Context: an optimization exercise on an open-source flow, tuned for small area, a short achievable clock period and few clock cycles. The choices shown serve that exercise and are no tape-out recipe.
In this exercise RTL edits were held to simulation tests only and were not proved equivalent to the original.
No driver is modelled on the clock port, so clocking that relies on it looks cheaper here than on a real chip.
Power is estimated from default activity; no workload was simulated.

### flow/flow/run.sh
#!/bin/bash
# The standard layout (the standard.sh, standard synthesis unchanged),
# except that the port buffers are made from sky130_fd_sc_hd__buf_2 instead of
# the delay cell that buffer_ports picks by default. Every port still gets
# one buffer. The make output goes to make_finish.log; ORFS's own per-step
# logs are under orfs/logs/.
set -euo pipefail
bash standard.sh "BUFFER_PORTS_ARGS=-buffer_cell sky130_fd_sc_hd__buf_2" finish > make_finish.log 2>&1
### flow/standard.sh
#!/bin/bash
# synth_recipe.tcl (not shown) runs the flow's synth.tcl, then flattens the netlist and writes it again
# the make line also repeats each setting of config.mk as NAME=value (left out here)
make -C /OpenROAD-flow-scripts/flow DESIGN_CONFIG=/design/flow/config.mk WORK_HOME=/design/flow/orfs CLKGATE_MAP_FILE= SYNTH_SCRIPT=/design/flow/synth_recipe.tcl "${@:-finish}"
### flow/config.mk
export PLATFORM = sky130hd
export DESIGN_NAME = viterbi_decoder
export DESIGN_NICKNAME = viterbi_decoder
export VERILOG_FILES = /design/flow/design.v
export SDC_FILE = /design/flow/constraint.sdc
export NUM_CORES = 4
export LEC_CHECK = 0
export ABC_AREA = 1
export CAP_MARGIN = 20
export CORE_MARGIN = 2
export CORE_UTILIZATION = 40
export SETUP_SLACK_MARGIN = 0.3
export SLEW_MARGIN = 20
### flow/constraint.sdc
create_clock -name core_clock -period 5.0 [get_ports {sys_clk}]
set_input_delay 1.0000 -clock core_clock [delete_from_list [all_inputs] [get_ports {sys_clk}]]
set_output_delay 1.0000 -clock core_clock [all_outputs]
set_load 0.01 [all_outputs]
### flow/design.v
`timescale 1ns / 1ps
module vit_comb(i_data, dec);
input [15:0] i_data;
output [5:0] dec;
  wire new_n23, new_n24, new_n25, new_n26, new_n27, new_n28, new_n29,
    new_n30, new_n31, new_n32, new_n33, new_n34, new_n35, new_n36, new_n37,
    new_n38, new_n39, new_n40, new_n41, new_n42, new_n43, new_n44, new_n45,
    new_n46, new_n47, new_n48, new_n49, new_n50, new_n51, new_n52, new_n53,
    new_n54, new_n55, new_n56, new_n57, new_n58, new_n59, new_n60, new_n61,
    new_n62, new_n63, new_n64, new_n65, new_n66, new_n67, new_n68, new_n69,
    new_n70, new_n71, new_n72, new_n73, new_n74, new_n75, new_n76, new_n77,
    new_n78, new_n79, new_n80, new_n81, new_n82, new_n83, new_n84, new_n85,
    new_n86, new_n87, new_n88, new_n89, new_n90, new_n91, new_n92, new_n93,
    new_n94, new_n95, new_n96, new_n97, new_n98, new_n99, new_n100,
    new_n101, new_n102, new_n103, new_n104, new_n105, new_n106, new_n107,
    new_n108, new_n109, new_n110, new_n111, new_n112, new_n113, new_n114,
    new_n115, new_n116, new_n117, new_n118, new_n119, new_n120, new_n121,
    new_n122, new_n123, new_n124, new_n125, new_n126, new_n127, new_n128,
    new_n129, new_n130, new_n131, new_n133, new_n134, new_n135, new_n136,
    new_n137, new_n138, new_n139, new_n140, new_n141, new_n143, new_n144,
    new_n145, new_n146, new_n147, new_n148, new_n149, new_n150, new_n151,
    new_n152, new_n153, new_n154, new_n156, new_n157, new_n158, new_n159,
    new_n160, new_n161, new_n162, new_n163, new_n164, new_n165, new_n166,
    new_n167, new_n168, new_n169, new_n170, new_n172, new_n173, new_n174,
    new_n175, new_n176, new_n177, new_n178, new_n179, new_n180, new_n182,
    new_n183, new_n184, new_n185, new_n186, new_n187, new_n188, new_n189,
    new_n190;
  assign new_n23 = ~i_data[14] & ~i_data[15];
  assign new_n24 = i_data[14] & i_data[15];
  assign new_n25 = ~new_n23 & ~new_n24;
  assign new_n26 = i_data[12] & new_n25;
  assign new_n27 = ~i_data[12] & ~new_n25;
  assign new_n28 = ~new_n26 & ~new_n27;
  assign new_n29 = ~i_data[10] & ~i_data[11];
  assign new_n30 = i_data[10] & i_data[11];
  assign new_n31 = ~new_n29 & ~new_n30;
  assign new_n32 = new_n28 & new_n31;
  assign new_n33 = ~new_n28 & ~new_n31;
  assign new_n34 = ~new_n32 & ~new_n33;
  assign new_n35 = ~i_data[6] & ~i_data[7];
  assign new_n36 = i_data[6] & i_data[7];
  assign new_n37 = ~new_n35 & ~new_n36;
  assign new_n38 = ~i_data[12] & ~i_data[13];
  assign new_n39 = i_data[12] & i_data[13];
  assign new_n40 = ~new_n38 & ~new_n39;
  assign new_n41 = i_data[9] & ~i_data[11];
  assign new_n42 = ~i_data[9] & i_data[11];
  assign new_n43 = ~new_n41 & ~new_n42;
  assign new_n44 = new_n40 & new_n43;
  assign new_n45 = ~new_n40 & ~new_n43;
  assign new_n46 = ~new_n44 & ~new_n45;
  assign new_n47 = new_n37 & new_n46;
  assign new_n48 = ~new_n37 & ~new_n46;
  assign new_n49 = ~new_n47 & ~new_n48;
  assign new_n50 = ~new_n34 & ~new_n49;
  assign new_n51 = ~i_data[10] & ~new_n40;
  assign new_n52 = i_data[10] & new_n40;
  assign new_n53 = ~new_n51 & ~new_n52;
  assign new_n54 = ~new_n34 & ~new_n53;
  assign new_n55 = ~i_data[8] & ~i_data[9];
  assign new_n56 = i_data[8] & i_data[9];
  assign new_n57 = ~new_n55 & ~new_n56;
  assign new_n58 = new_n34 & ~new_n57;
  assign new_n59 = ~new_n54 & ~new_n58;
  assign new_n60 = i_data[6] & ~new_n59;
  assign new_n61 = ~i_data[6] & new_n59;
  assign new_n62 = ~new_n60 & ~new_n61;
  assign new_n63 = ~new_n50 & new_n62;
  assign new_n64 = new_n53 & ~new_n57;
  assign new_n65 = ~new_n53 & new_n57;
  assign new_n66 = ~new_n64 & ~new_n65;
  assign new_n67 = ~new_n34 & new_n66;
  assign new_n68 = new_n49 & new_n67;
  assign new_n69 = ~i_data[4] & ~i_data[5];
  assign new_n70 = i_data[4] & i_data[5];
  assign new_n71 = ~new_n69 & ~new_n70;
  assign new_n72 = ~new_n68 & ~new_n71;
  assign new_n73 = new_n63 & new_n72;
  assign new_n74 = ~i_data[0] & ~i_data[1];
  assign new_n75 = i_data[5] & ~i_data[7];
  assign new_n76 = ~i_data[5] & i_data[7];
  assign new_n77 = ~new_n75 & ~new_n76;
  assign new_n78 = new_n59 & new_n77;
  assign new_n79 = ~new_n59 & ~new_n77;
  assign new_n80 = ~new_n78 & ~new_n79;
  assign new_n81 = new_n68 & ~new_n80;
  assign new_n82 = ~new_n37 & ~new_n67;
  assign new_n83 = new_n46 & new_n67;
  assign new_n84 = ~new_n82 & ~new_n83;
  assign new_n85 = i_data[4] & new_n84;
  assign new_n86 = ~i_data[4] & ~new_n84;
  assign new_n87 = ~new_n85 & ~new_n86;
  assign new_n88 = new_n81 & new_n87;
  assign new_n89 = i_data[0] & i_data[1];
  assign new_n90 = ~new_n88 & ~new_n89;
  assign new_n91 = ~new_n74 & ~new_n90;
  assign new_n92 = ~new_n63 & ~new_n72;
  assign new_n93 = new_n50 & new_n87;
  assign new_n94 = new_n92 & ~new_n93;
  assign new_n95 = ~i_data[2] & new_n81;
  assign new_n96 = new_n71 & ~new_n87;
  assign new_n97 = ~i_data[3] & ~new_n96;
  assign new_n98 = ~new_n95 & new_n97;
  assign new_n99 = new_n94 & new_n98;
  assign new_n100 = ~new_n91 & ~new_n99;
  assign new_n101 = ~new_n50 & ~new_n62;
  assign new_n102 = ~new_n87 & ~new_n101;
  assign new_n103 = ~new_n71 & new_n102;
  assign new_n104 = i_data[2] & ~new_n68;
  assign new_n105 = ~i_data[3] & ~new_n104;
  assign new_n106 = new_n103 & new_n105;
  assign new_n107 = ~new_n100 & ~new_n106;
  assign new_n108 = ~new_n73 & ~new_n107;
  assign new_n109 = new_n74 & ~new_n88;
  assign new_n110 = ~i_data[2] & ~new_n68;
  assign new_n111 = i_data[3] & ~new_n110;
  assign new_n112 = ~new_n63 & new_n111;
  assign new_n113 = new_n96 & new_n112;
  assign new_n114 = ~new_n109 & ~new_n113;
  assign new_n115 = ~new_n108 & new_n114;
  assign new_n116 = ~new_n63 & ~new_n71;
  assign new_n117 = ~new_n68 & new_n71;
  assign new_n118 = ~new_n116 & ~new_n117;
  assign new_n119 = new_n80 & new_n118;
  assign new_n120 = i_data[2] & i_data[3];
  assign new_n121 = ~new_n119 & new_n120;
  assign new_n122 = ~new_n94 & ~new_n121;
  assign new_n123 = ~i_data[2] & ~i_data[3];
  assign new_n124 = ~new_n119 & new_n123;
  assign new_n125 = ~new_n122 & ~new_n124;
  assign new_n126 = ~new_n115 & new_n125;
  assign new_n127 = ~new_n73 & new_n104;
  assign new_n128 = ~i_data[3] & ~new_n127;
  assign new_n129 = ~new_n103 & ~new_n128;
  assign new_n130 = ~new_n107 & ~new_n129;
  assign new_n131 = new_n114 & ~new_n130;
  assign dec[0] = ~new_n126 & new_n131;
  assign new_n133 = new_n92 & ~new_n102;
  assign new_n134 = ~new_n80 & new_n118;
  assign new_n135 = i_data[2] & ~i_data[3];
  assign new_n136 = ~new_n134 & new_n135;
  assign new_n137 = ~new_n133 & ~new_n136;
  assign new_n138 = ~i_data[2] & i_data[3];
  assign new_n139 = ~new_n134 & new_n138;
  assign new_n140 = ~new_n137 & ~new_n139;
  assign new_n141 = new_n131 & new_n140;
  assign dec[1] = new_n126 | new_n141;
  assign new_n143 = ~new_n117 & dec[1];
  assign new_n144 = ~new_n72 & ~new_n116;
  assign new_n145 = ~dec[1] & new_n144;
  assign new_n146 = ~new_n143 & ~new_n145;
  assign new_n147 = ~i_data[4] & ~dec[0];
  assign new_n148 = i_data[4] & dec[0];
  assign new_n149 = ~new_n147 & ~new_n148;
  assign new_n150 = new_n146 & new_n149;
  assign new_n151 = new_n101 & new_n117;
  assign new_n152 = ~new_n73 & new_n84;
  assign new_n153 = ~new_n151 & new_n152;
  assign new_n154 = ~new_n146 & new_n153;
  assign dec[2] = new_n150 | new_n154;
  assign new_n156 = ~new_n50 & ~new_n57;
  assign new_n157 = ~new_n54 & ~new_n156;
  assign new_n158 = i_data[7] & dec[1];
  assign new_n159 = ~i_data[7] & ~dec[1];
  assign new_n160 = ~new_n158 & ~new_n159;
  assign new_n161 = dec[2] & new_n160;
  assign new_n162 = ~dec[2] & ~new_n160;
  assign new_n163 = ~new_n68 & ~new_n162;
  assign new_n164 = ~new_n161 & new_n163;
  assign new_n165 = new_n157 & new_n164;
  assign new_n166 = ~new_n157 & ~new_n164;
  assign new_n167 = i_data[6] & dec[1];
  assign new_n168 = ~i_data[6] & ~dec[1];
  assign new_n169 = ~new_n167 & ~new_n168;
  assign new_n170 = ~new_n166 & new_n169;
  assign dec[3] = new_n165 | new_n170;
  assign new_n172 = ~new_n57 & dec[3];
  assign new_n173 = new_n57 & ~dec[3];
  assign new_n174 = ~new_n172 & ~new_n173;
  assign new_n175 = ~new_n67 & new_n174;
  assign new_n176 = ~new_n32 & ~new_n175;
  assign new_n177 = ~i_data[8] & dec[2];
  assign new_n178 = i_data[8] & ~dec[2];
  assign new_n179 = ~new_n177 & ~new_n178;
  assign new_n180 = new_n174 & new_n179;
  assign dec[4] = ~new_n176 & ~new_n180;
  assign new_n182 = ~new_n31 & ~dec[4];
  assign new_n183 = new_n31 & dec[4];
  assign new_n184 = ~new_n182 & ~new_n183;
  assign new_n185 = i_data[10] & dec[3];
  assign new_n186 = ~i_data[10] & ~dec[3];
  assign new_n187 = ~new_n185 & ~new_n186;
  assign new_n188 = ~new_n184 & new_n187;
  assign new_n189 = new_n34 & new_n40;
  assign new_n190 = new_n184 & new_n189;
  assign dec[5] = new_n188 | new_n190;
endmodule
module viterbi_decoder(sys_clk,rst,en,i_data,o_data,o_done);
input sys_clk,rst,en;
input [15:0] i_data;
output [7:0] o_data;
output o_done;
reg done;
reg [5:0] q;
wire [5:0] dec;
vit_comb U0 (.i_data(i_data), .dec(dec));
always @(posedge sys_clk or negedge rst)
    if (rst == 0) done <= 1'b0;
    else if (en) done <= 1'b1;
always @(posedge sys_clk)
    if (!done) q <= dec;
assign o_done = done;
assign o_data = {q, 2'b00};
endmodule
==> flow_summary.ini, run 1 <==
[outcome]
status = timing/DRC/antenna clean

[flow_run]
max_cap_violations = 0

[power_and_ir_drop]
power_density_nw_per_um2 = 288
ir_worst_vdd_v = 0.000173
leakagePower_nw = 0.772

[clocking]
cts_sinks = 7
cts_max_level = 1
clkTransAtPathRegs_ns = 0.05
clk_latency_ns = 0.24
post_cts_buffers = 0
clockBufferDepth = 2
hold_buffers = 0
cts_root_buffer = clkbuf_4
cts_buffers = 3
cts_tree = done
cts-resized-gates = 0

[detailed_routing]
ant_nets = 0
drt-wirelength-per-cell_um = 9.49
dr_total_vias = 1219
drc_errors = 0
drt_iter0_markers = 28
drtPass1Iterations = 4
via_per_inst = 4.78
drt_wl_total_um = 2420

[finish]
syn2layout_area_growth_pct = 15.6
fill_cells = 290
drive_gt1_share_pct = 27.2
mostFrequentLayoutCells = nand2_1, nand3_1, inv_1
multi_input_area_um2 = 810
final_common_cell = nand2_1
antennaDiodeCount = 0
num-nets-final = 245
seq_area_um2 = 205
stdcell_count = 255

[logic_synthesis]
synthesis.area_per_instance_um2 = 5.85
synth_top_cell_area_share_pct = 22.3
netlist_top_cells_area = nand2_1, edfxtp_1, nand3_1, inv_1, nand2_2
synth_area_um2 = 1150
synthDistinctLibCells = 26
synthCells = 196
yosysSeqAreaShare_pct = 17.9
yosysWarnings = 1
synth_seq_cells = 7
synth_area_leader_cell = nand2_1

[sta]
period_share_pct = 81.7
report.final.slew_viol_count = 0
period_needed_ns = 4.08
rsz0062_at_grt = no
setup_viol = 0
tns_ns = 0
fin_worst_skew_ns = 0.00190
fmax_mhz = 245
final-hold-violation-count = 0

[floorplanning]
die-area_um2 = 3310
die_w_um = 57.5
num_rows = 19
start_util_pct = 41.9
boundaryPins = 28
coreArea_um2 = 2730
die_y_um = 57.5

[global_routing]
track_usage_pct = 15.2
grt_remaining_overflow = 0
grt_antenna_before_repair = 0
grt_max_degree = 7
grt_pass1_vias = 1035
grt_pass1_wl_um = 4070

[setup_path]
path_max_fanout = 6
required_ns = 5.00
arrival_ns = 4.08
end_kind = flop
path_class = input port to flop
critPathLaunchType = input port

[placement]
io_buffers = 25
dp_cells = 251
place_congestion = 0.924
place_hpwl_um = 2170

[min_path]
holdCritPathClass = flop to flop
==> stage by stage <==
stage          setup WS (ns)  hold WS, ns  utilization [%]  total power [mW]  area [µm²]
6_report               0.917        0.499             48.5             0.381        1330
5_1_grt                0.546        0.516             48.5             0.420        1330
4_1_cts                0.914        0.512             48.5             0.386        1330
3_5_place_dp           0.661        0.501             47.5             0.335        1300
3_3_place_gp           0.740        0.474             47.5             0.329        1300
2_1_floorplan           1.14        0.532                -             0.288        1150
==> power breakdown <==
group	switching, mW	leakage (nW)	internal, mW
logic	0.169	0.694	0.0910
clock network	0.0184	0.0150	0.0303
registers	0.0000000000000000311	0.0630	0.0722
total	0.187	0.772	0.194
==> area by class of cell <==
class	instances	share of cell area, %
Clock buffer	4	1.98
Inverter	32	9.07
Multi-Input combinational cell	156	61.1
Sequential cell	7	15.5
Tap cell	31	2.93
Timing Repair Buffer	25	9.44
==> worst paths after layout <==
| path | startpoint | end | slack [ns] | depth (start not counted) |
|---|---|---|---|---|
| min in group asynchronous | rst | done$_DFFE_PN0P_ | 0.52 | 1 |
| hold / removal | done$_DFFE_PN0P_ | done$_DFFE_PN0P_ | 0.50 | 1 |
| setup reg to reg | done$_DFFE_PN0P_ | q[4]$_DFFE_PN_ | 4.12 | 1 |
| setup / recovery | i_data[10] | q[5]$_DFFE_PN_ | 0.92 | 27 |
| max in group asynchronous | rst | done$_DFFE_PN0P_ | 4.40 | 1 |
| hold reg to reg | done$_DFFE_PN0P_ | done$_DFFE_PN0P_ | 0.50 | 1 |
==> state kept, by name (all words and copies together) (netlist names) <==
name,count
q,6
done,1
==> kinds of logic after synthesis <==
logic type,after synthesis,synth area share [%]
AO/OA/AOI/OAI,11,6.55
XOR/XNOR,8,6.77
adder cells (fa/ha/maj),1,1.09
buffers and inverters,34,11.8
flip-flops,7,17.9
other,1,0.327
AND/OR/NAND/NOR,134,55.6
==> metal layers <==
metal / track usage [%] / part of all wire [%]
met5: 0 / 0
met4: 5.98 / 0.41
met3: 0.680 / 4.8
met2: 26.3 / 46
met1: 19.8 / 48
==> cells in the mapped netlist <==
cell type and number:
buf_4 2, nand3_2 5, nor2_1 8, o211ai_1 2, nand2_2 15, inv_2 6, ha_1 1, o31ai_2 1
edfxtp_1 6, o21ai_0 3, inv_1 26, or2_2 1, nand2_1 68, nand2_4 2, a21o_1 1, nand3_1 32
a22oi_1 2, xor2_1 5, o21ai_1 1, a21oi_1 1, nor2_2 2, or2_0 1, conb_1 1, dfrtp_1 1
xor2_2 1, xnor2_1 2
==> critical path, stage by stage <==
cell and delay, ns:
buf_2 0.16, xor2_1 0.30, ha_1 0.31, inv_1 0.17, nand2_1 0.13, nand2_2 0.11, inv_2 0.04, nand2_1 0.07
nand3_1 0.11, nand2_1 0.12, nand3_1 0.11, a22oi_1 0.33, nand2_4 0.12, nand2_4 0.09, nand2_2 0.05, nand2_1 0.06
nand2_2 0.06, nand2_2 0.08, nand2_2 0.06, nand3_2 0.07, nand2_2 0.08, nand2_2 0.06, nand3_1 0.11, nand2_2 0.11
nand2_1 0.05, nand3_1 0.07, nand2_1 0.05
Testbench counts, summed over its fixed seeds: cycles 3,200.
==> run 2: changes to the inputs <==
--- a/flow/config.mk
+++ b/flow/config.mk
@@ -11,3 +11,3 @@
 export CORE_UTILIZATION = 40
-export SETUP_SLACK_MARGIN = 0.3
+export SETUP_SLACK_MARGIN = 1.1
 export SLEW_MARGIN = 20
==> flow_summary.ini, run 2 <==
[detailed_routing]
drt_wl_total_um = 2950
drt_iter0_markers = 21
drtPass1Iterations = 4
top_layer = met4
drc_errors = 0
wl_met1_um = 1320
dr_wl_met2_um = 1510
drt-wirelength-per-cell_um = 10.8
ant_nets = 0
met3_length_um = 91
dr_total_vias = 1338
via_per_inst = 4.90

[power_and_ir_drop]
power_frac_seq_pct = 14.0
leakagePower_nw = 0.918
power_frac_comb_pct = 76.6
p_sw_uw = 249
power_frac_clock_pct = 9.4
power_density_nw_per_um2 = 313
p_int_uw = 267
swShare_pct = 48.3
ir_worst_vdd_v = 0.000202

[sta]
tns_ns = 0
period_needed_ns = 4.01
report.final.slew_viol_count = 0
final-hold-violation-count = 0
period_share_pct = 80.2
hold_ws_ns = 0.499
fin_worst_skew_ns = 0.00189
rsz0062_at_grt = yes
fmax_mhz = 249
setup_viol = 0

[floorplanning]
coreArea_um2 = 2730
boundaryPins = 28
start_util_pct = 41.9
die_w_um = 57.5
die_y_um = 57.5
die-area_um2 = 3310
num_rows = 19

[clocking]
hold_buffers = 0
cts_buffers = 3
cts_max_level = 1
clkTransAtPathRegs_ns = 0.05
cts_tree = done
clockBufferDepth = 2
cts_sinks = 7
cts_root_buffer = clkbuf_4
clk_latency_ns = 0.24

[finish]
reg.largest.list = q (6), done (1)
syn2layout_area_growth_pct = 43.9
largest_register = q
drive_gt1_share_pct = 45.9
stdcell_count = 273
num-nets-final = 263
largest_reg_flops = 6
mostFrequentLayoutCells = nand2_1, buf_2, inv_1
postLayoutCoreUtil_pct = 60.3
seq_area_um2 = 205
final_common_cell = nand2_1
antennaDiodeCount = 0
fill_cells = 256
multi_input_area_um2 = 992

[logic_synthesis]
synth_seq_cells = 7
synth_flop_cell = edfxtp_1
yosysSeqAreaShare_pct = 17.9
netlist_top_cells_area = nand2_1, edfxtp_1, nand3_1, inv_1, nand2_2
synth_area_um2 = 1150
synth-edff-count = 6
async_flop_share_pct = 14.3
synthesis.area_per_instance_um2 = 5.85
netlist_top_cells_count = nand2_1, nand3_1, inv_1, nand2_2, nor2_1
yosysMostFrequentCell = nand2_1
synth_area_leader_cell = nand2_1
synth_top_cell_area_share_pct = 22.3
synthCells = 196
yosysWarnings = 1
synthDistinctLibCells = 26

[setup_path]
cpMostUsedCell = buf_4
critical-path-slowest-cell = ha_1
critPathLaunchType = input port
path_class = input port to flop
arrival_ns = 4.01
end_kind = flop
reg2reg_to = q[4]$_DFFE_PN_
slowest_delay_ns = 0.30
r2r-start = done$_DFFE_PN0P_
path_max_fanout = 5
worst-r2r-setup-slack_ns = 4.12
r2r_cells = 1
required_ns = 5.00

[global_routing]
track_usage_pct = 16.7
grt_pass1_vias = 1127
grt_pass1_wl_um = 4460
grt_max_degree = 7
grt_remaining_overflow = 0
grt_antenna_before_repair = 0

[min_path]
whs_endpoint = done$_DFFE_PN0P_
hold_depth = 1
min_from = done$_DFFE_PN0P_
holdCritPathClass = flop to flop

[flow_run]
max_cap_violations = 0

[placement]
io_buffers = 25
dp_cells = 251
place_hpwl_um = 2170
place_congestion = 0.924

[outcome]
status = timing/DRC/antenna clean
[run 2: stage by stage]
stage          instance area, µm²  setup WS [ns]  total power [mW]
2_1_floorplan                1150           1.14             0.288
3_3_place_gp                 1300          0.740             0.329
3_5_place_dp                 1300          0.661             0.335
4_1_cts                      1510           1.10             0.451
5_1_grt                      1650          0.777             0.558
6_report                     1650          0.988             0.517
[run 2: critical path: cells and delay by family]
kind / cells / cell delay [ns]
simple gates: 14 / 1.19
compound gates: 1 / 0.12
buf+inv: 9 / 1.08
xor+xnor: 2 / 0.33
fa+ha+maj: 1 / 0.30
[run 2: kinds of logic (layout without fill, tap and decap cells)]
kind of cell | count (synthesis) | in the layout | share of synthesized area [%]
AO/OA/AOI/OAI | 11 | 11 | 6.55
XOR/XNOR | 8 | 8 | 6.77
adder cells (fa/ha/maj) | 1 | 1 | 1.09
buffers and inverters | 34 | 79 | 11.8
flip-flops | 7 | 7 | 17.9
other | 1 | 2 | 0.327
AND/OR/NAND/NOR | 134 | 134 | 55.6
[run 2: worst max path at each step]
stage	startpoint	endpoint	slack (ns)	cells after the start
after CTS	i_data[14]	q[5]$_DFFE_PN_	1.10	30
after global routing	i_data[15]	q[5]$_DFFE_PN_	0.78	27
after detailed placement	i_data[10]	q[5]$_DFFE_PN_	0.66	30
after floorplan	i_data[15]	q[5]$_DFFE_PN_	1.14	30
final	i_data[15]	q[5]$_DFFE_PN_	0.99	27
after global placement	i_data[10]	q[5]$_DFFE_PN_	0.74	30
[run 2: area by class of cell]
cell class              instances  share of cell area (%)
well taps                      31                    2.35
repair buffers                 43                    16.0
clock buffers                   4                    1.59
inverters                      32                    7.44
multi-input cells             156                    60.2
flip-flops and latches          7                    12.4
[run 2: per-layer routing]
| layer | vias to the layer above | global-route usage, % |
|---|---|---|
| li1 | 708 | - |
| met1 | 598 | 21.0 |
| met2 | 28 | 29.5 |
| met3 | 4 | 0.907 |
| met4 | 0 | 6.64 |
| met5 | - | 0 |
[run 2: power groups by stage]
stage               Sequential (mW)  Combinational (mW)  Clock (mW)
floorplan                    0.0733               0.214           0
global placement             0.0732               0.256           0
detailed placement           0.0732               0.262           0
CTS                          0.0722               0.328      0.0509
global route                 0.0721               0.434      0.0513
finish                       0.0723               0.396      0.0488
[run 2: what timing repair did]
item | CTS | global route
resized for setup | 23 | 23
setup endpoints to repair | 2 | 2
setup buffers | 12 | 6
pin swaps | 19 | 27
==> run 3: changes to the inputs <==
--- a/flow/config.mk
+++ b/flow/config.mk
@@ -10,4 +10,3 @@
 export CORE_MARGIN = 2
-export CORE_UTILIZATION = 40
-export SETUP_SLACK_MARGIN = 1.1
+export CORE_UTILIZATION = 25
 export SLEW_MARGIN = 20
==> flow_summary.ini, run 3 <==
[logic_synthesis]
yosysWarnings = 1
synthesis.area_per_instance_um2 = 5.85
synth_top_cell_area_share_pct = 22.3
synthDistinctLibCells = 26
yosysSeqAreaShare_pct = 17.9
async_flop_share_pct = 14.3
synth_area_um2 = 1150
yosysMostFrequentCell = nand2_1
netlist_top_cells_area = nand2_1, edfxtp_1, nand3_1, inv_1, nand2_2
synth_area_leader_cell = nand2_1
synthCells = 196
synth_seq_cells = 7
synth-edff-count = 6
synth_flop_cell = edfxtp_1
netlist_top_cells_count = nand2_1, nand3_1, inv_1, nand2_2, nor2_1

[detailed_routing]
drt-wirelength-per-cell_um = 8.91
drtPass1Iterations = 4
drt_wl_total_um = 2460
ant_nets = 0
dr_total_vias = 1198
drt_iter0_markers = 38
drc_errors = 0
via_per_inst = 4.34

[setup_path]
r2r-start = done$_DFFE_PN0P_
slowest_delay_ns = 0.30
arrival_ns = 4.14
required_ns = 4.97
path_max_fanout = 6
cp-startpoint = i_data[10]
critPathLaunchType = input port
critical-path-slowest-cell = ha_1
path_class = input port to flop
end_kind = flop

[finish]
largest_register = q
drive_gt1_share_pct = 27.2
mostFrequentLayoutCells = nand2_1, nand3_1, inv_1
final_common_cell = nand2_1
syn2layout_area_growth_pct = 19.5
num-nets-final = 245
antennaDiodeCount = 0
largest_reg_flops = 6
reg.largest.list = q (6), done (1)

[sta]
tns_ns = 0
period_share_pct = 83.3
setup_ws_ns = 0.834
period_needed_ns = 4.17
report.final.slew_viol_count = 0
fmax_mhz = 240
fin_worst_skew_ns = 0.00144
rsz0062_at_grt = no
final-hold-violation-count = 0
hold_ws_ns = 0.486
setup_viol = 0

[floorplanning]
die_y_um = 71.7
coreArea_um2 = 4380
die-area_um2 = 5140
num_rows = 24
die_w_um = 71.7
boundaryPins = 28
start_util_pct = 26.1

[clocking]
cts_buffers = 3
clk_latency_ns = 0.22
cts_root_buffer = clkbuf_8
cts_max_level = 1
cts_sinks = 7
post_cts_buffers = 0
clkTransAtPathRegs_ns = 0.04
cts-resized-gates = 0
cts_tree = done
clockBufferDepth = 2
hold_buffers = 0

[power_and_ir_drop]
ir_worst_vdd_v = 0.0000750
leakagePower_nw = 0.779
power_density_nw_per_um2 = 299

[global_routing]
track_usage_pct = 9.97
grt_pass1_wl_um = 4260
grt_remaining_overflow = 0
grt_antenna_before_repair = 0
grt_pass1_vias = 1066
grt_max_degree = 7

[flow_run]
max_cap_violations = 0

[min_path]
min_from = done$_DFFE_PN0P_
holdCritPathClass = flop to flop

[placement]
io_buffers = 25
place_hpwl_um = 2210
place_ws_ns = 0.545
place_congestion = 0.813

[outcome]
status = timing/DRC/antenna clean
==> run 3: cell count changes in the layout (fill, tap and decap cells not counted), sizes merged <==
cell	before	now
buf	43	25
==> run 3: layer usage <==
layer / wire length, µm / GRT usage, % / up-vias / share of wire (%)
met2: 1190 / 17.0 / 19 / 48
met5: 0 / 0 / - / 0
met1: 1170 / 13.0 / 503 / 48
met4: 12 / 3.77 / 0 / 0.49
met3: 83 / 0.985 / 2 / 3.4
li1: - / - / 674 / -
==> run 3: kinds of logic after synthesis <==
group                    after synthesis  share of synthesized area (%)
XOR/XNOR                               8                           6.77
other                                  1                          0.327
AND/OR/NAND/NOR                      134                           55.6
flip-flops                             7                           17.9
AO/OA/AOI/OAI                         11                           6.55
adder cells (fa/ha/maj)                1                           1.09
buffers and inverters                 34                           11.8
==> run 3: critical path, delay by kind of cell <==
family                   cells  cell delay, ns
AO/OA/AOI/OAI                1            0.27
XOR/XNOR                     1            0.28
adder cells (fa/ha/maj)      1            0.30
buffers and inverters        3            0.35
AND/OR/NAND/NOR             19            1.94
==> run 3: final cells by class <==
type                    instances  area (µm²)
inverters                      32         120
clock buffers                   4        45.0
flip-flops and latches          7         205
well taps                      52        65.1
repair buffers                 25         125
multi-input cells             156         810
fillers                       480        3010
==> run 3: path summary, 6_finish.rpt <==
kind | slack [ns] | cells after the start | end
max | 0.83 | 25 | q[5]$_DFFE_PN_
min | 0.49 | 1 | done$_DFFE_PN0P_
max reg2reg | 4.12 | 1 | q[4]$_DFFE_PN_
min reg2reg | 0.49 | 1 | done$_DFFE_PN0P_
max in group asynchronous | 4.37 | 1 | done$_DFFE_PN0P_
min in group asynchronous | 0.54 | 1 | done$_DFFE_PN0P_
==> run 3: through the flow <==
stage | instance area, µm² | utilization [%] | power [mW] | instances
final | 1370 | 31.3 | 0.410 | 276
after global routing | 1370 | 31.3 | 0.456 | 276
after global placement | 1330 | 30.2 | 0.333 | 272
after detailed placement | 1330 | 30.2 | 0.337 | 272
after CTS | 1370 | 31.3 | 0.416 | 276
after floorplan | 1150 | - | 0.288 | 197
==> run 3: power by group <==
| group | total (mW) | internal (mW) | switching [mW] |
|---|---|---|---|
| clock network | 0.0760 | 0.0549 | 0.0212 |
| registers | 0.0724 | 0.0724 | 0.0000000000000000291 |
| logic | 0.262 | 0.0910 | 0.171 |
==> run 4: changes to the inputs <==
--- a/flow/config.mk
+++ b/flow/config.mk
@@ -9,4 +9,5 @@
 export CAP_MARGIN = 20
-export CORE_MARGIN = 2
-export CORE_UTILIZATION = 25
+export CORE_AREA = 2 2 68 68
+export DIE_AREA = 0 0 70 70
+export PLACE_DENSITY = 0.85
 export SLEW_MARGIN = 20
==> flow_summary.ini, run 4 <==
[sta]
tns_ns = 0
fin_worst_skew_ns = 0.00371
setup_ws_ns = 0.856
period_share_pct = 82.9
report.final.slew_viol_count = 0
fmax_mhz = 241
final-hold-violation-count = 0
period_needed_ns = 4.14
rsz0062_at_grt = no
setup_viol = 0

[finish]
largest_register = q
reg.largest.list = q (6), done (1)
stdcell_count = 276
final_common_cell = nand2_1
seq_area_um2 = 205
stdcell_area_um2 = 1370
fill_cells = 469
num-nets-final = 245
mostFrequentLayoutCells = nand2_1, nand3_1, inv_1
drive_gt1_share_pct = 27.2
antennaDiodeCount = 0
syn2layout_area_growth_pct = 19.5
largest_reg_flops = 6
multi_input_area_um2 = 810

[setup_path]
r2r-start = done$_DFFE_PN0P_
critPathLaunchType = input port
r2r_cells = 1
path_max_fanout = 6
cp.depth = 30
arrival_ns = 4.12
crit_buf_inv = 3
path_class = input port to flop
worst-r2r-setup-slack_ns = 4.12
cpMostUsedCell = nand2_2
crit_family = simple AND/OR/NAND/NOR gates
critical-path-slowest-cell = xor2_1
slowest_delay_ns = 0.31
required_ns = 4.98
end_kind = flop
reg2reg_to = q[4]$_DFFE_PN_

[logic_synthesis]
async_flop_share_pct = 14.3
synth_flop_cell = edfxtp_1
synthDistinctLibCells = 26
netlist_top_cells_count = nand2_1, nand3_1, inv_1, nand2_2, nor2_1
synthCells = 196
yosysSeqAreaShare_pct = 17.9
synth_area_um2 = 1150
synth-edff-count = 6
synth_top_cell_area_share_pct = 22.3
netlist_top_cells_area = nand2_1, edfxtp_1, nand3_1, inv_1, nand2_2
synth_area_leader_cell = nand2_1
yosysWarnings = 1
synth_seq_cells = 7
synthesis.area_per_instance_um2 = 5.85
yosysMostFrequentCell = nand2_1

[clocking]
cts-resized-gates = 0
cts_sinks = 7
cts_max_level = 1
post_cts_buffers = 0
cts_tree = done
cts_root_buffer = clkbuf_8
cts_buffers = 3
hold_buffers = 0
clockBufferDepth = 2
clkTransAtPathRegs_ns = 0.04
clk_latency_ns = 0.23

[flow_run]
max_cap_violations = 0

[floorplanning]
die_w_um = 70
start_util_pct = 26.9
num_rows = 24
die-area_um2 = 4900
die_y_um = 70
boundaryPins = 28
coreArea_um2 = 4260

[detailed_routing]
drt-wirelength-per-cell_um = 8.79
drt_iter0_markers = 57
drt_wl_total_um = 2430
drtPass1Iterations = 4
wl_met1_um = 1030
ant_nets = 0
top_layer = met4
dr_total_vias = 1238
drc_errors = 0
via_per_inst = 4.49
met3_length_um = 137
dr_wl_met2_um = 1220

[outcome]
status = timing/DRC/antenna clean

[global_routing]
grt_pass1_vias = 1152
grt_antenna_before_repair = 0
grt_max_degree = 7
grt_remaining_overflow = 0
track_usage_pct = 10.5
grt_pass1_wl_um = 4440

[placement]
dp_cells = 272
place_congestion = 0.842
place_hpwl_um = 2150
post_dp_cell_area_um2 = 1330
place_ws_ns = 0.625
io_buffers = 25

[min_path]
hold_depth = 1
min_from = done$_DFFE_PN0P_
holdCritPathClass = flop to flop
whs_endpoint = done$_DFFE_PN0P_

[power_and_ir_drop]
power_uw = 411
leakagePower_nw = 0.779
power_density_nw_per_um2 = 300
ir_worst_vdd_v = 0.0000816
[run 4: per-stage QoR]
stage                     hold WS, ns  utilization [%]
after floorplan                 0.532                -
after global placement          0.476             31.1
after detailed placement        0.483             31.1
after CTS                       0.494             32.1
after global routing            0.504             32.1
final                           0.492             32.1
[run 4: metal layers]
layer	up-vias	global-route usage (%)
li1	675	-
met4	0	4.70
met1	526	12.5
met2	32	18.8
met3	5	1.30
met5	-	0
[run 4: kinds of logic after synthesis]
kind of cell / synth area share (%)
compound gates: 6.55
fa+ha+maj: 1.09
other cells: 0.327
simple gates: 55.6
buf+inv: 11.8
flops: 17.9
xor+xnor: 6.77
[run 4: final cells by class]
class	count	area share (%)
repair buffers	25	9.13
clock buffers	4	3.29
well taps	52	4.75
flip-flops and latches	7	15.0
inverters	32	8.77
multi-input cells	156	59.1
[run 4: how the worst max path moves through the flow]
stage / startpoint / end / slack (ns)
floorplan: i_data[15] / q[5]$_DFFE_PN_ / 1.14
global placement: i_data[10] / q[5]$_DFFE_PN_ / 0.76
detailed placement: i_data[10] / q[5]$_DFFE_PN_ / 0.62
CTS: i_data[10] / q[5]$_DFFE_PN_ / 0.87
global route: i_data[10] / q[5]$_DFFE_PN_ / 0.42
finish: i_data[10] / q[5]$_DFFE_PN_ / 0.86
[run 4: power by group]
group / switching (mW) / internal (mW)
Sequential: 0.0000000000000000318 / 0.0724
Combinational: 0.169 / 0.0909
Clock: 0.0242 / 0.0551
Total: 0.193 / 0.218
==> run 5: changes to the inputs <==
--- a/flow/config.mk
+++ b/flow/config.mk
@@ -11,3 +11,2 @@
 export DIE_AREA = 0 0 70 70
-export PLACE_DENSITY = 0.85
 export SLEW_MARGIN = 20
==> flow_summary.ini, run 5 <==
[clocking]
clkTransAtPathRegs_ns = 0.04
cts_sinks = 7
cts_root_buffer = clkbuf_8
clk_latency_ns = 0.23
post_cts_buffers = 0
cts_tree = done
hold_buffers = 0
clockBufferDepth = 2
cts-resized-gates = 0
cts_max_level = 1
cts_buffers = 3

[placement]
dp_cells = 272
place_congestion = 0.770
io_buffers = 25
place_hpwl_um = 2150
post_dp_cell_area_um2 = 1330

[logic_synthesis]
synth_compound_area_share_pct = 6.55
synthCells = 196
netlist_top_cells_area = nand2_1, edfxtp_1, nand3_1, inv_1, nand2_2
synth_seq_cells = 7
synth_flop_cell = edfxtp_1
synthAdderAreaFrac_pct = 1.09
netlist_top_cells_count = nand2_1, nand3_1, inv_1, nand2_2, nor2_1
synth_top_family_by_area = simple AND/OR/NAND/NOR gates
synthDistinctLibCells = 26
synthesis.area_per_instance_um2 = 5.85
synth_area_um2 = 1150
yosysSeqAreaShare_pct = 17.9
synth_top_cell_area_share_pct = 22.3
yosysMostFrequentCell = nand2_1
async_flop_share_pct = 14.3
yosys.area_share.simple_pct = 55.6
synth-edff-count = 6
yosysWarnings = 1
synth_area_leader_cell = nand2_1
synth_xor_area_share_pct = 6.77
synthMuxAreaShare_pct = 0

[finish]
num-nets-final = 245
stdcell_count = 276
postLayoutCoreUtil_pct = 32.2
drive_gt1_share_pct = 27.7
reg.largest.list = q (6), done (1)
mostFrequentLayoutCells = nand2_1, nand3_1, inv_1
largest_register = q
largest_reg_flops = 6
final_common_cell = nand2_1
stdcell_area_um2 = 1370
syn2layout_area_growth_pct = 19.7
antennaDiodeCount = 0
fill_cells = 478

[setup_path]
path_max_fanout = 6
reg2reg_to = q[0]$_DFFE_PN_
r2r_cells = 1
arrival_ns = 4.07
end_kind = flop
required_ns = 4.99
r2r-start = done$_DFFE_PN0P_
worst-r2r-setup-slack_ns = 4.11
critPathLaunchType = input port
path_class = input port to flop

[min_path]
min_from = done$_DFFE_PN0P_
whs_endpoint = done$_DFFE_PN0P_
hold_depth = 1
holdCritPathClass = flop to flop

[global_routing]
grt_pass1_wl_um = 4310
grt_antenna_before_repair = 0
busiest_layer = met2
grt_remaining_overflow = 0
grt_pass1_vias = 1083
grt_max_degree = 7
grtUsageMet1_pct = 13.1
track_usage_pct = 10.5
gr-usage-met2_pct = 17.9
met3_usage_pct = 1.88

[power_and_ir_drop]
power_uw = 411
ir_worst_vdd_v = 0.0000801
leakagePower_nw = 0.782
power_density_nw_per_um2 = 300

[sta]
tns_ns = 0
fin_worst_skew_ns = 0.000646
period_share_pct = 81.6
period_needed_ns = 4.08
fmax_mhz = 245
rsz0062_at_grt = no
final-hold-violation-count = 0
report.final.slew_viol_count = 0
setup_viol = 0

[detailed_routing]
drt_iter0_markers = 32
via_per_inst = 4.53
drt_wl_total_um = 2420
ant_nets = 0
dr_total_vias = 1249
drt-wirelength-per-cell_um = 8.78
drtPass1Iterations = 4
drc_errors = 0

[floorplanning]
coreArea_um2 = 4260
die-area_um2 = 4900
die_y_um = 70
die_w_um = 70
boundaryPins = 28
start_util_pct = 26.9
num_rows = 24

[outcome]
status = timing/DRC/antenna clean

[flow_run]
max_cap_violations = 0
[run 5: worst max-delay path by stage]
stage          startpoint              to
2_1_floorplan  i_data[15]  q[5]$_DFFE_PN_
3_3_place_gp   i_data[10]  q[5]$_DFFE_PN_
3_5_place_dp   i_data[10]  q[5]$_DFFE_PN_
4_1_cts        i_data[10]  q[5]$_DFFE_PN_
5_1_grt        i_data[10]  q[5]$_DFFE_PN_
6_report       i_data[10]  q[5]$_DFFE_PN_
[run 5: stage by stage]
step | hold slack [ns] | worst slack [ns]
after floorplan | 0.532 | 1.14
after global placement | 0.479 | 0.641
after detailed placement | 0.489 | 0.648
after CTS | 0.500 | 0.895
after global routing | 0.521 | 0.466
final | 0.491 | 0.918
[run 5: area by class of cell]
cell class | count | area [µm²] | area share [%]
Clock buffer | 3 | 41.3 | 3.01
Sequential cell | 7 | 205 | 15.0
Inverter | 32 | 120 | 8.76
Tap cell | 52 | 65.1 | 4.74
Multi-Input combinational cell | 156 | 810 | 59.0
Clock inverter | 1 | 5.00 | 0.365
Timing Repair Buffer | 25 | 125 | 9.12
[run 5: report_power, final]
group          leakage, nW         switching (mW)  internal (mW)
sequential          0.0630  0.0000000000000000298         0.0723
combinational        0.694                  0.167         0.0909
clock               0.0255                 0.0265         0.0541
total                0.782                  0.194          0.217
[run 5: cells by family (layout without fill, tap and decap cells)]
logic type      after synthesis  count (layout)
simple gates                134             134
buf+inv                      34              61
compound gates               11              11
xor+xnor                      8               8
flops                         7               7
fa+ha+maj                     1               1
other cells                   1               2
[run 5: worst max-delay path, cell delays in order]
cell	delay [ns]
buf_2	0.15
xor2_1	0.28
ha_1	0.30
inv_1	0.16
nand2_1	0.13
nand2_2	0.11
inv_2	0.04
nand2_1	0.06
nand3_1	0.13
nand2_1	0.14
nand3_1	0.11
a22oi_1	0.32
nand2_4	0.12
nand2_1	0.09
nand2_1	0.05
nand2_1	0.06
nand2_2	0.06
nand2_2	0.09
nand2_2	0.06
nand3_2	0.06
nand2_2	0.07
nand2_2	0.06
nand3_1	0.11
nand2_2	0.11
nand2_1	0.05
nand3_1	0.07
nand2_1	0.05
[run 5: routing by layer]
metal  vias up  routed length [µm]
li1        667                   -
met1       551                1090
met2        28                1150
met3         3                 154
met4         0                  30
met5         -                   0
==> run 6: changes to the inputs <==
--- a/flow/flow/run.sh
+++ b/flow/flow/run.sh
@@ -7,2 +7,2 @@
 set -euo pipefail
-bash standard.sh "BUFFER_PORTS_ARGS=-buffer_cell sky130_fd_sc_hd__buf_2" finish > make_finish.log 2>&1
+bash standard.sh "BUFFER_PORTS_ARGS=-buffer_cell sky130_fd_sc_hd__buf_2" RECOVER_POWER=100 finish > make_finish.log 2>&1
==> flow_summary.ini, run 6 <==
[floorplanning]
start_util_pct = 26.9
die-area_um2 = 4900
coreArea_um2 = 4260
die_w_um = 70
num_rows = 24
boundaryPins = 28
die_y_um = 70

[finish]
final_common_cell = nand2_1
drive_gt1_share_pct = 23.2
antennaDiodeCount = 0
num-nets-final = 245
syn2layout_area_growth_pct = 18.1
reg.largest.list = q (6), done (1)
largest_register = q
seq_area_um2 = 205
largest_reg_flops = 6
mostFrequentLayoutCells = nand2_1, nand3_1, inv_1
multi_input_area_um2 = 802
fill_cells = 487
postLayoutCoreUtil_pct = 31.7

[power_and_ir_drop]
power_uw = 409
leakagePower_nw = 0.761
ir_worst_vdd_v = 0.0000799
power_density_nw_per_um2 = 302

[global_routing]
track_usage_pct = 10.5
grt_remaining_overflow = 0
grt_pass1_vias = 1083
grt_pass1_wl_um = 4310
grt_antenna_before_repair = 0
grt_max_degree = 7

[logic_synthesis]
synthesis.area_per_instance_um2 = 5.85
synth_compound_area_share_pct = 6.55
synth-edff-count = 6
yosysMostFrequentCell = nand2_1
synth_flop_cell = edfxtp_1
synth_xor_area_share_pct = 6.77
synth_area_leader_cell = nand2_1
synth_area_um2 = 1150
yosys.area_share.simple_pct = 55.6
synthCells = 196
yosysWarnings = 1
synthDistinctLibCells = 26
synthMuxAreaShare_pct = 0
async_flop_share_pct = 14.3
synth_seq_cells = 7
yosysSeqAreaShare_pct = 17.9
synth_top_family_by_area = simple AND/OR/NAND/NOR gates
netlist_top_cells_area = nand2_1, edfxtp_1, nand3_1, inv_1, nand2_2
synth_top_cell_area_share_pct = 22.3
netlist_top_cells_count = nand2_1, nand3_1, inv_1, nand2_2, nor2_1
synthAdderAreaFrac_pct = 1.09

[outcome]
status = timing/DRC/antenna clean

[placement]
io_buffers = 25
place_congestion = 0.770
place_ws_ns = 0.648
place_hpwl_um = 2150

[detailed_routing]
drt_wl_total_um = 2450
dr_total_vias = 1248
drc_errors = 0
drt-wirelength-per-cell_um = 8.88
ant_nets = 0
drtPass1Iterations = 4
drt_iter0_markers = 32
via_per_inst = 4.52

[sta]
tns_ns = 0
period_needed_ns = 4.29
report.final.slew_viol_count = 0
setup_viol = 0
fmax_mhz = 233
setup_ws_ns = 0.708
final-hold-violation-count = 0
fin_worst_skew_ns = 0.000580
period_share_pct = 85.8
rsz0062_at_grt = no

[setup_path]
path_max_fanout = 6
worst-r2r-setup-slack_ns = 4.11
r2r_cells = 1
critPathLaunchType = input port
end_kind = flop
arrival_ns = 4.28
required_ns = 4.99
path_class = input port to flop

[clocking]
clk_latency_ns = 0.23
clockBufferDepth = 2
cts_sinks = 7
cts_root_buffer = clkbuf_8
cts_tree = done
clkTransAtPathRegs_ns = 0.04
cts_buffers = 3
hold_buffers = 0
cts-resized-gates = 0
post_cts_buffers = 0
cts_max_level = 1

[flow_run]
max_cap_violations = 0

[min_path]
holdCritPathClass = flop to flop
hold_depth = 1
## run 6: cell counts after synthesis
No cell type changed its count.
## run 6: final timing paths
kind	from	endpoint
max	i_data[10]	q[5]$_DFFE_PN_
min	done$_DFFE_PN0P_	done$_DFFE_PN0P_
max reg2reg	done$_DFFE_PN0P_	q[0]$_DFFE_PN_
min reg2reg	done$_DFFE_PN0P_	done$_DFFE_PN0P_
max in group asynchronous	rst	done$_DFFE_PN0P_
min in group asynchronous	rst	done$_DFFE_PN0P_
## run 6: metal layers
layer  track usage, %  vias up  wire length (µm)
met2             17.9       22              1150
met4             3.85        0                30
met1             13.1      556              1160
met3             1.88        3               108
li1                 -      667                 -
met5                0        -                 0
## run 6: area by class of cell
cell class              count  area share, %
multi-input cells         156           59.2
repair buffers             25           8.50
clock buffers               3           3.05
well taps                  52           4.81
clock inverters             1          0.370
inverters                  32           8.87
flip-flops and latches      7           15.2
## run 6: report_power, final
part	internal, mW	total [mW]	leakage [nW]	switching (mW)
Sequential	0.0723	0.0723	0.0630	0.0000000000000000348
Clock	0.0541	0.0806	0.0255	0.0265
Combinational	0.0899	0.256	0.672	0.166
## run 6: critical path, cell delays in order
cell,delay (ns)
clkbuf_1,0.25
xor2_1,0.30
ha_1,0.30
inv_1,0.16
nand2_1,0.12
nand2_1,0.15
inv_2,0.05
nand2_1,0.07
nand3_1,0.13
nand2_1,0.14
nand3_1,0.10
a22oi_1,0.22
nand3_1,0.22
nand2_4,0.14
nand2_2,0.05
nand3_1,0.10
nand2_2,0.10
nand2_2,0.06
nand3_2,0.07
nand2_2,0.09
nand2_2,0.05
nand3_1,0.08
nand2_2,0.07
nand2_2,0.07
nand2_1,0.05
nand3_1,0.07
nand2_1,0.05
## run 6: kinds of logic after synthesis
family                     Yosys count
AOI/OAI and AO/OA                   11
other                                1
buffers and inverters               34
adders and majority gates            1
DFF                                  7
and+or+nand+nor                    134
xor gates and xnor gates             8
## run 6: per-stage QoR
stage	area (µm²)	instances	hold WS (ns)
5_1_grt	1350	276	0.526
4_1_cts	1370	276	0.500
3_5_place_dp	1330	272	0.489
6_report	1350	276	0.498
2_1_floorplan	1150	197	0.532
3_3_place_gp	1330	272	0.479
==> run 7: changes to the inputs <==
==> flow/flow/run.sh (replaced) <==
#!/bin/bash
set -euo pipefail
PB="BUFFER_PORTS_ARGS=-buffer_cell sky130_fd_sc_hd__buf_2"
bash standard.sh "$PB" cts > make_cts.log 2>&1
export ORFS_RESULTS="$PWD/orfs/results/${FLOW_PLATFORM}/viterbi_decoder/base"
openroad -no_init -exit flow/resize_step.tcl > resize.log 2>&1
bash standard.sh "$PB" finish > make_finish.log 2>&1
==> flow/flow/resize.tcl (new file) <==
proc obj {} {
  estimate_parasitics -placement
  set a 0.0
  foreach inst [[ord::get_db_block] getInsts] {
    set m [$inst getMaster]
    if {[$m getType] eq "CORE"} { set a [expr {$a + [$m getWidth] * [$m getHeight]}] }
  }
  set a [expr {$a / 1e6}]
  set ws [sta::worst_slack_cmd max]
  set ws [expr {[sta::time_sta_ui $ws]}]
  return [list [expr {$a * ($::period - $ws)}] $a $ws]
}
set ::period $::env(FLOW_PERIOD_NS)
set ::dont_use {}
if {[info exists ::env(DONT_USE_CELLS)]} { set ::dont_use $::env(DONT_USE_CELLS) }
set lib_cells {}
proc family {name} {
  if {[regexp {^(sky130_fd_sc_hd__[a-z0-9]+)_([0-9]+)$} $name -> base n]} { return $base }
  return ""
}
set cands {}
set orig_master [dict create]
foreach inst [[ord::get_db_block] getInsts] {
  set m [$inst getMaster]
  set n [$m getName]
  if {[$m getType] ne "CORE"} { continue }
  if {[regexp {df|clkbuf|clkinv|conb|tap|fill|decap|dly} $n]} { continue }
  set f [family $n]
  if {$f eq ""} { continue }
  set alts {}
  foreach lc [get_lib_cells ${f}_*] {
    set ln [get_name $lc]
    if {[family $ln] ne $f || $ln eq $n} { continue }
    if {[regexp {lpflow|probe} $ln] || [lsearch $::dont_use $ln] >= 0} { continue }
    lappend alts $ln
  }
  if {[llength $alts]} { lappend cands [list [$inst getName] $alts]; dict set orig_master [$inst getName] $n }
}
set best [obj]
puts "resize: start obj [lindex $best 0] area [lindex $best 1] slack [lindex $best 2], [llength $cands] candidates"
for {set pass 0} {$pass < 4} {incr pass} {
  set changed 0
  foreach c $cands {
    set iname [lindex $c 0]
    set inst [[ord::get_db_block] findInst $iname]
    set cur [[$inst getMaster] getName]
    set keep $cur
    foreach alt [concat [lindex $c 1] $cur] {
      if {$alt eq $cur} { continue }
      replace_cell [get_cells $iname] [get_lib_cells $alt]
      set o [obj]
      if {[lindex $o 0] < [lindex $best 0] - 1e-6 && [lindex $o 2] >= 0} {
        set best $o; set keep $alt
      }
      replace_cell [get_cells $iname] [get_lib_cells $keep]
    }
    if {$keep ne $cur} { incr changed; set c [list $iname [lindex $c 1]] }
  }
  puts "resize: pass $pass changed $changed obj [lindex $best 0] area [lindex $best 1] slack [lindex $best 2]"
  if {$changed == 0} break
}
foreach c $cands {
  set iname [lindex $c 0]
  set now [[[[ord::get_db_block] findInst $iname] getMaster] getName]
  if {$now ne [dict get $orig_master $iname]} { puts "resize: $iname [dict get $orig_master $iname] -> $now" }
}
==> flow/flow/resize_step.tcl (new file) <==
# Runs between ORFS's cts and grt steps: reads the post-CTS database, sizes
# the logic gates with flow/resize.tcl, legalises the placement and writes the
# database back for the rest of the standard flow.
set res $::env(ORFS_RESULTS)
read_db $res/4_cts.odb
read_liberty $::env(FLOW_HOME)/platforms/sky130hd/lib/sky130_fd_sc_hd__tt_025C_1v80.lib
read_sdc $res/4_cts.sdc
source $::env(FLOW_HOME)/platforms/sky130hd/setRC.tcl
estimate_parasitics -placement
source [file join [file dirname [info script]] resize.tcl]
detailed_placement
check_placement -verbose
estimate_parasitics -placement
puts "resize: after legalisation area/slack [obj]"
# a second round on the legalised placement
source [file join [file dirname [info script]] resize.tcl]
detailed_placement
check_placement -verbose
puts "resize: after second legalisation area/slack [obj]"
write_db $res/4_cts.odb
--- a/flow/config.mk
+++ b/flow/config.mk
@@ -10,2 +10,3 @@
 export CORE_AREA = 2 2 68 68
+export CTS_BUF_LIST = sky130_fd_sc_hd__clkbuf_2
 export DIE_AREA = 0 0 70 70
==> flow_summary.ini, run 7 <==
[sta]
tns_ns = 0
period_needed_ns = 3.96
hold_ws_ns = 0.504
fmax_mhz = 253
setup_viol = 0
period_share_pct = 79.1
fin_worst_skew_ns = 0.00246
rsz0062_at_grt = no
final-hold-violation-count = 0
report.final.slew_viol_count = 0

[power_and_ir_drop]
ir_worst_vdd_v = 0.0000704
power_density_nw_per_um2 = 282
power_uw = 361
leakagePower_nw = 0.700

[global_routing]
grt_pass1_wl_um = 4290
grt_pass1_vias = 1078
grt_antenna_before_repair = 0
grt_remaining_overflow = 0
track_usage_pct = 10.2
grt_max_degree = 7

[finish]
stdcell_area_um2 = 1280
num-nets-final = 245
drive_gt1_share_pct = 14.3
seq_area_um2 = 205
antennaDiodeCount = 0
final_common_cell = nand2_1
multi_input_area_um2 = 772
fill_cells = 509
mostFrequentLayoutCells = nand2_1, nand3_1, inv_1, buf_1, nand2_2
syn2layout_area_growth_pct = 11.6
reg.largest.list = q (6), done (1)
largest_reg_flops = 6
largest_register = q

[logic_synthesis]
synth_area_um2 = 1150
yosysWarnings = 1
async_flop_share_pct = 14.3
synth_flop_cell = edfxtp_1
yosysMostFrequentCell = nand2_1
synth_top_cell_area_share_pct = 22.3
netlist_top_cells_area = nand2_1, edfxtp_1, nand3_1, inv_1, nand2_2
synth_seq_cells = 7
yosysSeqAreaShare_pct = 17.9
synthCells = 196
synth_area_leader_cell = nand2_1
synth-edff-count = 6
synthesis.area_per_instance_um2 = 5.85
netlist_top_cells_count = nand2_1, nand3_1, inv_1, nand2_2, nor2_1
synthDistinctLibCells = 26

[clocking]
cts_tree = done
clk_latency_ns = 0.23
cts_max_level = 1
clockBufferDepth = 2
cts-resized-gates = 0
hold_buffers = 0
cts_sinks = 7
clkTransAtPathRegs_ns = 0.08
post_cts_buffers = 0
cts_root_buffer = clkbuf_2
cts_buffers = 3

[flow_run]
max_cap_violations = 0

[setup_path]
arrival_ns = 3.96
path_max_fanout = 6
required_ns = 5.00
r2r_cells = 1
path_class = input port to flop
end_kind = flop
critPathLaunchType = input port

[floorplanning]
boundaryPins = 28
die_y_um = 70
die_w_um = 70
die-area_um2 = 4900
num_rows = 24
start_util_pct = 26.9
coreArea_um2 = 4260

[min_path]
holdCritPathClass = flop to flop
hold_depth = 1

[detailed_routing]
drc_errors = 0
drt_wl_total_um = 2420
dr_total_vias = 1239
ant_nets = 0
drt_iter0_markers = 43
drt-wirelength-per-cell_um = 8.76
via_per_inst = 4.49
drtPass1Iterations = 4

[placement]
post_dp_cell_area_um2 = 1330
io_buffers = 25
place_congestion = 0.770
place_hpwl_um = 2150

[outcome]
status = timing/DRC/antenna clean
==> run 7: metrics by stage <==
step | instances | worst slack (ns) | utilization, %
after floorplan | 197 | 1.14 | -
after global placement | 272 | 0.641 | 31.1
after detailed placement | 272 | 0.648 | 31.1
after CTS | 276 | 0.915 | 31.5
after global routing | 276 | 0.585 | 30.0
final | 276 | 1.04 | 30.0
==> run 7: layout make-up <==
class / count / share of cell area [%]
clock buffer: 3 / 1.17
timing repair buffer: 25 / 7.53
tap: 52 / 5.09
clock inverter: 1 / 0.391
inverter: 32 / 9.39
multi-input combinational: 156 / 60.4
sequential: 7 / 16.0
==> run 7: cell families (layout without fill, tap and decap cells) <==
kind of cell / after synthesis / in the layout / synth area share [%]
xor gates and xnor gates: 8 / 8 / 6.77
buffers and inverters: 34 / 61 / 11.8
adders and majority gates: 1 / 1 / 1.09
other: 1 / 2 / 0.327
and+or+nand+nor: 134 / 134 / 55.6
AOI/OAI and AO/OA: 11 / 11 / 6.55
DFF: 7 / 7 / 17.9
==> run 7: path summary, 6_finish.rpt <==
check	startpoint	endpoint	slack, ns
min	done$_DFFE_PN0P_	done$_DFFE_PN0P_	0.50
max reg2reg	done$_DFFE_PN0P_	q[0]$_DFFE_PN_	4.10
min reg2reg	done$_DFFE_PN0P_	done$_DFFE_PN0P_	0.50
max in group asynchronous	rst	done$_DFFE_PN0P_	4.40
min in group asynchronous	rst	done$_DFFE_PN0P_	0.51
max	i_data[15]	q[5]$_DFFE_PN_	1.04
==> run 7: metal layers <==
layer,up-vias,routed length (µm),track usage [%]
li1,669,-,-
met1,544,1170,13.1
met3,4,98,1.30
met5,-,0,0
met2,22,1130,18.0
met4,0,17,2.56
==> run 7: power breakdown <==
group	switching, mW	internal, mW
Combinational	0.163	0.0857
Clock	0.0225	0.0181
Sequential	0.0000000000000000337	0.0719
==> run 7: critical path, cell delays in order <==
cell,delay [ns]
buf_1,0.08
xnor2_1,0.17
xor2_1,0.17
ha_1,0.27
inv_2,0.11
nand2_1,0.11
nand2_2,0.11
inv_2,0.04
nand2_1,0.06
nand3_1,0.13
nand2_1,0.14
nand3_1,0.11
a22oi_1,0.32
nand2_4,0.11
nand2_2,0.10
nand2_2,0.06
nand2_1,0.05
nand2_1,0.07
nand2_2,0.10
nand2_2,0.06
nand3_2,0.06
nand2_2,0.06
nand2_1,0.07
nand3_1,0.12
nand2_2,0.11
nand2_1,0.05
nand3_1,0.06
nand2_1,0.05

==> afterwards: timing with drivers on the ports <==
In the flow no input, the clock included, has a driving cell. The finished layouts below were timed again as built, in two steps. Step 1: set_driving_cell puts a clkbuf_16 on sys_clk and a buf_2 on each other input, an assumption about the parent block. Step 2 moves the port delays by t, midway between the first and last clock arrival at a register: inputs arrive t later, outputs are due t later. That takes back most of the time a late clock gives input paths. Three values: ideal ports, drivers, drivers and shift; two values: the first two.
run | t, ns | slack for setup (ns) | latest minus earliest clock arrival (ns)
run 1 | 0.258 | 0.917 / 0.912 / 0.655 | 0.001 / 0.001
run 2 | 0.259 | 0.988 / 0.984 / 0.725 | 0.002 / 0.002
run 3 | 0.240 | 0.834 / 0.835 / 0.595 | 0.001 / 0.001
run 4 | 0.245 | 0.856 / 0.854 / 0.609 | 0.004 / 0.004
run 5 | 0.249 | 0.918 / 0.918 / 0.669 | 0.001 / 0.001
run 6 | 0.249 | 0.708 / 0.706 / 0.457 | 0.001 / 0.001
run 7 | 0.248 | 1.043 / 1.040 / 0.791 | 0.003 / 0.003
After both steps setup and hold are still met in every run listed. The setup slack of run 2, which loses most, moves by -0.004 ns with the drivers and by -0.263 ns with both steps.
